From an optimization exercise on the open Yosys and OpenROAD flow, aimed at small area, a short achievable clock period and few clock cycles; shortcuts taken in it are not production practice. Where RTL was checked, it was by simulation tests only, not by an equivalence proof against the original. Power is estimated from default activity; no workload was simulated.

== old ==
// qdec_Arith_decoder
module qdec_Arith_decoder (
    input  logic        clk,
    input  logic        rst_n,
    input  logic        arithInit,  
    input  logic        dec_run,    
    input  logic        EPMode,     
    input  logic [6:0]  ctxState,   
    output logic        dec_rdy,    
    output logic        ruiBin,
    output logic        ruiBin_vld,
    output logic [6:0]  ctxStateUpdate,
    input  logic [7:0]  bitstreamFetch,
    input  logic        bitstreamFetch_vld,
    output logic        bitstreamFetch_rdy
);
clock: 8.0 ns
lec_check: 0
cap_margin: 20
core_margin: 2
core_utilization: 40
slew_margin: 20
run.sh (not shown) runs the stock make flow with config.mk's settings and CLKGATE_MAP_FILE= SYNTH_SCRIPT=/design/flow/synth_recipe.tcl, a recipe that flattens the netlist after the stock synthesis.
old completed every stage of the flow, and the final layout passed the timing, DRC and antenna checks.
## Diff of input files: new against old
Settings: setting ABC_AREA to 1 for the first time.
Results
Minimum hold slack (higher): old. Lower instance count on the critical path was reported by new, not old. Net switching power figure: lower on old. From old to new the numbers moved as follows: die footprint now sits lower, mapped cell area went down about 1.6%, final HPWL from detailed placement grew by 360 microns, simple-gate share of the synthesized area went up, post-route core utilization fell by 0.80 points. Compared with old, new shows a lower post-detailed-routing wire length. old reached the final stage; the timing, DRC and antenna checks on its layout passed. new | status: complete | timing, DRC, antenna: pass.
No run of this note included a check of the RTL's function; only the layout flow was run.

========
## v33
qdec_Arith_decoder, a different RTL version from the one above (not shown whole).
Size in the first run: roughly 65 flip-flops, about 0.0081 mm^2 of cells after synthesis.
==> flow/config.mk <==
export PLATFORM = sky130hd
export DESIGN_NAME = qdec_Arith_decoder
export DESIGN_NICKNAME = qdec_Arith_decoder
export VERILOG_FILES = /design/flow/design.v
export SDC_FILE = /design/flow/constraint.sdc
export NUM_CORES = 4
export LEC_CHECK = 0
export ABC_AREA = 1
export CAP_MARGIN = 20
export CORE_MARGIN = 2
export CORE_UTILIZATION = 50
export CTS_BUF_LIST = sky130_fd_sc_hd__clkbuf_4 sky130_fd_sc_hd__clkbuf_8
export SETUP_SLACK_MARGIN = 4
export SLEW_MARGIN = 20
==> flow/constraint.sdc <==
create_clock -name core_clock -period 8.0 [get_ports {clk}]
set_input_delay 1.6000 -clock core_clock [delete_from_list [all_inputs] [get_ports {clk}]]
set_output_delay 1.6000 -clock core_clock [all_outputs]
set_load 0.01 [all_outputs]
standard.sh (not shown) runs the stock make flow with config.mk's settings and CLKGATE_MAP_FILE= SYNTH_SCRIPT=/design/flow/synth_recipe.tcl, a recipe that flattens the netlist after the stock synthesis.
==> flow/flow/run.sh <==
#!/bin/bash
# The standard layout (the standard.sh, unchanged synthesis and flow steps), with one
# difference: the buffers ORFS puts on the input and output ports are buf_2 cells instead
# of the delay cells buffer_ports picks by default. ORFS's output goes to standard.log.
set -euo pipefail
export BUFFER_PORTS_ARGS="-buffer_cell sky130_fd_sc_hd__buf_2"
bash standard.sh > standard.log 2>&1
The final layout from v33, which completed every stage, passed the timing, DRC and antenna checks at the end of the flow.
Testbench counts of v33, summed over its fixed seeds: cycles 32,096.
For v36, these inputs were changed with respect to v33:
# v33
export LEC_CHECK = 0
export ABC_AREA = 1
export CAP_MARGIN = 20
export CORE_MARGIN = 2
export CORE_UTILIZATION = 50
export CTS_BUF_LIST = sky130_fd_sc_hd__clkbuf_4 sky130_fd_sc_hd__clkbuf_8
export SETUP_SLACK_MARGIN = 4
export SLEW_MARGIN = 20
create_clock -name core_clock -period 8.0 [get_ports {clk}]
# v36
export LEC_CHECK = 0
export ABC_AREA = 1
export CAP_MARGIN = 20
export CORE_MARGIN = 2
export CORE_UTILIZATION = 50
export CTS_BUF_LIST = sky130_fd_sc_hd__clkbuf_4 sky130_fd_sc_hd__clkbuf_8
export SETUP_SLACK_MARGIN = 4.25
export SLEW_MARGIN = 20
create_clock -name core_clock -period 8.0 [get_ports {clk}]
==> flow/run.sh (new file) <==
#!/bin/bash
# synth_recipe.tcl (not shown) runs the flow's synth.tcl, then flattens the netlist and writes it again
# the make line also repeats each setting of config.mk as NAME=value (left out here)
make -C /OpenROAD-flow-scripts/flow DESIGN_CONFIG=/design/flow/config.mk WORK_HOME=/design/flow/orfs CLKGATE_MAP_FILE= SYNTH_SCRIPT=/design/flow/synth_recipe.tcl finish
removed: flow/flow/run.sh
removed: flow/standard.sh
## What came out
Result for v33 and v36: all clean. The relative area change from synthesis to final layout of v36 exceeds that of v33 by 8.1 points. Most congested layer reported by global routing: met2 -> v36, met1 -> v33. First-pass GRT wire length: v36 higher than v33. Changes observed in v36 relative to v33: overall routed net length shows an increase of about 6%, final hold slack shows an increase of 0.020 ns, total power shows no meaningful change.
[inputs] v28 vs v36
# v36
export LEC_CHECK = 0
export ABC_AREA = 1
export CAP_MARGIN = 20
export CORE_MARGIN = 2
export CORE_UTILIZATION = 50
export CTS_BUF_LIST = sky130_fd_sc_hd__clkbuf_4 sky130_fd_sc_hd__clkbuf_8
export SETUP_SLACK_MARGIN = 4.25
export SLEW_MARGIN = 20
create_clock -name core_clock -period 8.0 [get_ports {clk}]
# v28
export LEC_CHECK = 0
export ABC_AREA = 1
export CAP_MARGIN = 20
export CORE_MARGIN = 2
export CORE_UTILIZATION = 50
export CTS_BUF_LIST = sky130_fd_sc_hd__clkbuf_4 sky130_fd_sc_hd__clkbuf_8
export SETUP_SLACK_MARGIN = 4.5
export SLEW_MARGIN = 20
create_clock -name core_clock -period 8.0 [get_ports {clk}]
==> flow/flow/run.sh (new file) <==
#!/bin/bash
# The standard layout (the standard.sh, unchanged synthesis and flow steps), with one
# difference: the buffers ORFS puts on the input and output ports are buf_4 cells instead
# of the delay cells buffer_ports picks by default. ORFS's output goes to standard.log.
set -euo pipefail
export BUFFER_PORTS_ARGS="-buffer_cell sky130_fd_sc_hd__buf_4"
bash standard.sh > standard.log 2>&1
==> flow/standard.sh (new file) <==
#!/bin/bash
# synth_recipe.tcl (not shown) runs the flow's synth.tcl, then flattens the netlist and writes it again
# the make line also repeats each setting of config.mk as NAME=value (left out here)
make -C /OpenROAD-flow-scripts/flow DESIGN_CONFIG=/design/flow/config.mk WORK_HOME=/design/flow/orfs CLKGATE_MAP_FILE= SYNTH_SCRIPT=/design/flow/synth_recipe.tcl "${@:-finish}"
removed: flow/run.sh
==> run summary <==
Compared with v36, v28 ends up with a larger final cell area. Power: v28 draws more than v36. Start-to-end type of the worst setup path: flop to output port -> v36, primary input to flop -> v28. Diff v36 -> v28 | multi-input logic portion of the cell area | decrease of 0.87 points. Sort v36 and v28 by routed metal-1 wirelength, descending, and v36 comes first. v28: final cell count is about 2.2% higher than what v36 reported.
What v53 does differently from v28 at the input level:
# v28
export LEC_CHECK = 0
export ABC_AREA = 1
export CAP_MARGIN = 20
export CORE_MARGIN = 2
export CORE_UTILIZATION = 50
export CTS_BUF_LIST = sky130_fd_sc_hd__clkbuf_4 sky130_fd_sc_hd__clkbuf_8
export SETUP_SLACK_MARGIN = 4.5
export SLEW_MARGIN = 20
create_clock -name core_clock -period 8.0 [get_ports {clk}]
# v53
export LEC_CHECK = 0
export ABC_AREA = 1
export CAP_MARGIN = 20
export CORE_MARGIN = 2
export CORE_UTILIZATION = 50
export CTS_BUF_LIST = sky130_fd_sc_hd__clkbuf_4 sky130_fd_sc_hd__clkbuf_8
export SETUP_SLACK_MARGIN = 4
export SLEW_MARGIN = 20
create_clock -name core_clock -period 8.0 [get_ports {clk}]
==> run summary <==
v53: full flow OK, the timing, DRC and antenna checks passed
Compared with v28, in v53 depth of the most critical reg-to-reg path went up by 3, area taken by flip-flops and latches went down, cell count along the critical path has increased.
Between v28 and v53, the difference in number of buffers added to fix hold violations after cts is negligible.
On routed wire length, the lower figure sits with v53, not v28.
Number of global-route vias before repair was higher in v28 than in v53.
[inputs] v6 vs v53
# v53
export LEC_CHECK = 0
export ABC_AREA = 1
export CAP_MARGIN = 20
export CORE_MARGIN = 2
export CORE_UTILIZATION = 50
export CTS_BUF_LIST = sky130_fd_sc_hd__clkbuf_4 sky130_fd_sc_hd__clkbuf_8
export SETUP_SLACK_MARGIN = 4
export SLEW_MARGIN = 20
create_clock -name core_clock -period 8.0 [get_ports {clk}]
# v6
export LEC_CHECK = 0
export ABC_AREA = 1
export CAP_MARGIN = 20
export CORE_MARGIN = 2
export CORE_UTILIZATION = 50
export CTS_BUF_LIST = sky130_fd_sc_hd__clkbuf_4 sky130_fd_sc_hd__clkbuf_8
export PLACE_DENSITY = 0.7
export SETUP_SLACK_MARGIN = 4
export SLEW_MARGIN = 20
create_clock -name core_clock -period 8.0 [get_ports {clk}]
==> flow/run.sh (new file) <==
#!/bin/bash
# synth_recipe.tcl (not shown) runs the flow's synth.tcl, then flattens the netlist and writes it again
# the make line also repeats each setting of config.mk as NAME=value (left out here)
make -C /OpenROAD-flow-scripts/flow DESIGN_CONFIG=/design/flow/config.mk WORK_HOME=/design/flow/orfs CLKGATE_MAP_FILE= SYNTH_SCRIPT=/design/flow/synth_recipe.tcl finish
removed: flow/flow/run.sh
removed: flow/standard.sh
Notes after the runs:
- Diff v53 -> v6: clock network latency to the later pin of the worst-skew pair was more or less identical, final area was more or less identical, non-filler instance count after layout went down by 5, via count of the first global-routing pass was more or less identical.
- Row post-route clock skew: v6 lower / v53 higher
- Re area growth from synthesis to layout: v53 and v6 aren't equal, and the lower value belongs to v53.
--- input diff v6..v52 ---
# v6
export LEC_CHECK = 0
export ABC_AREA = 1
export CAP_MARGIN = 20
export CORE_MARGIN = 2
export CORE_UTILIZATION = 50
export CTS_BUF_LIST = sky130_fd_sc_hd__clkbuf_4 sky130_fd_sc_hd__clkbuf_8
export PLACE_DENSITY = 0.7
export SETUP_SLACK_MARGIN = 4
export SLEW_MARGIN = 20
create_clock -name core_clock -period 8.0 [get_ports {clk}]
# v52
export LEC_CHECK = 0
export ABC_AREA = 1
export CAP_MARGIN = 20
export CORE_MARGIN = 2
export CORE_UTILIZATION = 50
export CTS_BUF_LIST = sky130_fd_sc_hd__clkbuf_4 sky130_fd_sc_hd__clkbuf_8
export SETUP_SLACK_MARGIN = 4.25
export SLEW_MARGIN = 20
create_clock -name core_clock -period 8.0 [get_ports {clk}]
==> flow/flow/run.sh (new file) <==
#!/bin/bash
# The standard layout (the standard.sh, unchanged synthesis and flow steps), with one
# difference: the buffers ORFS puts on the input and output ports are buf_4 cells instead
# of the delay cells buffer_ports picks by default. ORFS's output goes to standard.log.
set -euo pipefail
export BUFFER_PORTS_ARGS="-buffer_cell sky130_fd_sc_hd__buf_4"
bash standard.sh > standard.log 2>&1
==> flow/standard.sh (new file) <==
#!/bin/bash
# synth_recipe.tcl (not shown) runs the flow's synth.tcl, then flattens the netlist and writes it again
# the make line also repeats each setting of config.mk as NAME=value (left out here)
make -C /OpenROAD-flow-scripts/flow DESIGN_CONFIG=/design/flow/config.mk WORK_HOME=/design/flow/orfs CLKGATE_MAP_FILE= SYNTH_SCRIPT=/design/flow/synth_recipe.tcl "${@:-finish}"
removed: flow/run.sh
==> run summary <==
Area taken by multi-input logic gates was higher in the run labelled v52. Changes observed in v52 relative to v6: portion of total power attributed to the clock network rose by 0.9 points; count of clock-buffer cells in the layout fell by 1; global-route usage rose by 0.98 points. What v52 reported for clock power has to be multiplied by 0.867 to get the figure for v6. From v6 to v52 the numbers moved as follows: hold slack has increased, total wire length has increased, total power draw has increased.

========
qdec_Arith_decoder, a different RTL version from the one above (not shown whole).
Size in the first run: about 1,300 cells after synthesis, roughly 32 I/O pins.
## qdec_Arith_decoder
module qdec_Arith_decoder (
    input  logic        clk,
    input  logic        rst_n,
    input  logic        arithInit,  
    input  logic        dec_run,    
    input  logic        EPMode,     
    input  logic [6:0]  ctxState,   
    output logic        dec_rdy,    
    output logic        ruiBin,
    output logic        ruiBin_vld,
    output logic [6:0]  ctxStateUpdate,
    input  logic [7:0]  bitstreamFetch,
    input  logic        bitstreamFetch_vld,
    output logic        bitstreamFetch_rdy
);
==> flow/config.mk <==
export PLATFORM = sky130hd
export DESIGN_NAME = qdec_Arith_decoder
export DESIGN_NICKNAME = qdec_Arith_decoder
export VERILOG_FILES = /design/flow/design.v
export SDC_FILE = /design/flow/constraint.sdc
export NUM_CORES = 4
export LEC_CHECK = 0
export ABC_AREA = 1
export CAP_MARGIN = 20
export CORE_MARGIN = 2
export CORE_UTILIZATION = 40
export SETUP_SLACK_MARGIN = 3.5
export SLEW_MARGIN = 20
==> flow/constraint.sdc <==
create_clock -name core_clock -period 8.0 [get_ports {clk}]
set_input_delay 1.6000 -clock core_clock [delete_from_list [all_inputs] [get_ports {clk}]]
set_output_delay 1.6000 -clock core_clock [all_outputs]
set_load 0.01 [all_outputs]
run.sh (not shown) runs the stock make flow with config.mk's settings and CLKGATE_MAP_FILE= SYNTH_SCRIPT=/design/flow/synth_recipe.tcl, a recipe that flattens the netlist after the stock synthesis.
Stock flow here: none of the scripts above is used.
Testbench counts at the start, summed over its fixed seeds: cycles 32,099.
Edit:
- CORE_UTILIZATION: 40 -> 50
- SETUP_SLACK_MARGIN: 3.5 -> 3
Wire length drops by a little under a tenth; cell count falls by a few percent; die area fell by about a fifth; first-iteration DRC count is about the same; cell area fell by a few percent; sequential share of layout area is higher by 1.3 points; worst hold slack gains 0.0046 ns; combinational power drops by a little under a tenth.
Edit:
- CORE_UTILIZATION: 50 -> 40
- SETUP_SLACK_MARGIN: 3 -> 4
Fmax went up by 11%.
Worst setup slack gets better by 0.46 ns.
Global-route usage went down by 2.4 points.
Edit:
- SETUP_SLACK_MARGIN: 4 -> 3
Effect: The new run finished with timing, DRC and antenna clean; worst setup slack got worse by 0.45 ns; total power shrinks by roughly a tenth; synthesized cell count does not change.

========
Another version of the RTL of qdec_Arith_decoder (not shown whole).
Size: roughly 1,400 cells after synthesis, about 64 flip-flops.
Settings: LEC_CHECK=0, ABC_AREA=1, CAP_MARGIN=20, CORE_MARGIN=2, CORE_UTILIZATION=50, CTS_BUF_LIST=sky130_fd_sc_hd__clkbuf_4 sky130_fd_sc_hd__clkbuf_8, SETUP_SLACK_MARGIN=4, SLEW_MARGIN=20; clock period 8.0 ns.
Testbench counts at the start, summed over its fixed seeds: cycles 32,096.
Rerun with:
- CTS_BUF_LIST: sky130_fd_sc_hd__clkbuf_4 sky130_fd_sc_hd__clkbuf_8 -> not set
- SETUP_SLACK_MARGIN: 4 -> 3
Die area is unchanged.
Via count shrinks by 2.0%.
Total power grows by 1.8%.
Clock power grows by 45%.
Rerun with:
- CTS_BUF_LIST: not set -> sky130_fd_sc_hd__clkbuf_4 sky130_fd_sc_hd__clkbuf_8
- SETUP_SLACK_MARGIN: 3 -> 3.5
Effect: The changed run finished clean; area after synthesis does not change; utilization came out higher by 0.55 points; power came out lower by about 3.6%; wire length came out higher by 0.97%; final area came out higher by about 1%; sequential power came out lower by about 1%.

========
Setup of orange:
Another version of the RTL of qdec_Arith_decoder (not shown whole).
Size: ~1300 cells after synthesis, roughly 60 flip-flops.
make LEC_CHECK=0 ABC_AREA=1 CAP_MARGIN=20 CORE_MARGIN=2 CORE_UTILIZATION=50 CTS_BUF_LIST='sky130_fd_sc_hd__clkbuf_4 sky130_fd_sc_hd__clkbuf_8' SETUP_SLACK_MARGIN=3.5 SLEW_MARGIN=20 finish   # period 8.0 ns
Per the final summary, orange finished and its layout is clean on timing, DRC and antenna.
Inputs modified between orange and purple:
# orange
export LEC_CHECK = 0
export ABC_AREA = 1
export CAP_MARGIN = 20
export CORE_MARGIN = 2
export CORE_UTILIZATION = 50
export CTS_BUF_LIST = sky130_fd_sc_hd__clkbuf_4 sky130_fd_sc_hd__clkbuf_8
export SETUP_SLACK_MARGIN = 3.5
export SLEW_MARGIN = 20
create_clock -name core_clock -period 8.0 [get_ports {clk}]
# purple
export LEC_CHECK = 0
export ABC_AREA = 1
export CAP_MARGIN = 20
export CORE_MARGIN = 2
export CORE_UTILIZATION = 50
export SETUP_SLACK_MARGIN = 3
export SLEW_MARGIN = 20
create_clock -name core_clock -period 8.0 [get_ports {clk}]
### Flow results
purple vs. orange: routed metal-1 wire length went down by about 2.3%. Diff orange -> purple: routed wire length on met3 went down; combinational share of power moved down. Compared with orange, the detailed router inserted fewer vias in purple. Every stage of the flow completed for purple, and the final layout passed the timing, DRC and antenna checks. Re total power: purple is 41 uW up on orange.
No functional check of the RTL was part of any run of this note.

port drivers added, routing unchanged:
How much do the figures lean on ideal ports? The routed layouts below were timed once more, with nothing changed but the port constraints. Step 1, drivers: a clkbuf_16 drives clk and a buf_2 each remaining input, both assumed. Step 2, shift: input delay + t, output delay - t, t = (earliest + latest rising clock arrival at the registers) / 2. This alone moves slack from input paths to output paths. a / b / c = no drivers / after step 1 / after step 2; a / b = the first two.
| run | t, ns | slack for setup (ns) | worst setup path after step 2 |
|---|---|---|---|
| old | 0.380 | 1.252 / 1.269 / 0.889 | input to register |
| new | 0.379 | 1.772 / 1.783 / 1.404 | input to register |
| v33 | 0.408 | 4.108 / 4.109 / 3.701 | input to register |
| v36 | 0.411 | 4.344 / 4.306 / 3.920 | input to register |
| v28 | 0.400 | 4.342 / 4.286 / 3.886 | input to register |
| v53 | 0.397 | 4.157 / 4.138 / 3.749 | input to register |
| v6 | 0.401 | 4.090 / 4.080 / 3.699 | input to register |
| v52 | 0.405 | 4.278 / 4.216 / 3.811 | input to register |
| the first run of note 3 | 0.383 | 3.633 / 3.617 / 3.272 | input to register |
| the second run of note 3 | 0.378 | 3.332 / 3.332 / 2.998 | input to register |
| the third run of note 3 | 0.388 | 3.788 / 3.788 / 3.498 | input to register |
| the fourth run of note 3 | 0.381 | 3.342 / 3.364 / 2.983 | input to register |
| the first run of note 4 | 0.390 | 4.019 / 4.016 / 3.627 | input to register |
| the second run of note 4 | 0.376 | 3.323 / 3.336 / 2.961 | input to register |
| the third run of note 4 | 0.396 | 3.677 / 3.644 / 3.295 | input to register |
| orange | 0.397 | 3.448 / 3.470 / 3.073 | input to register |
| purple | 0.382 | 3.238 / 3.207 / 2.878 | input to register |
After both steps every run listed still meets setup and hold. The setup slack of v52, which loses most, moves by -0.062 ns with the drivers and by -0.467 ns with both steps.
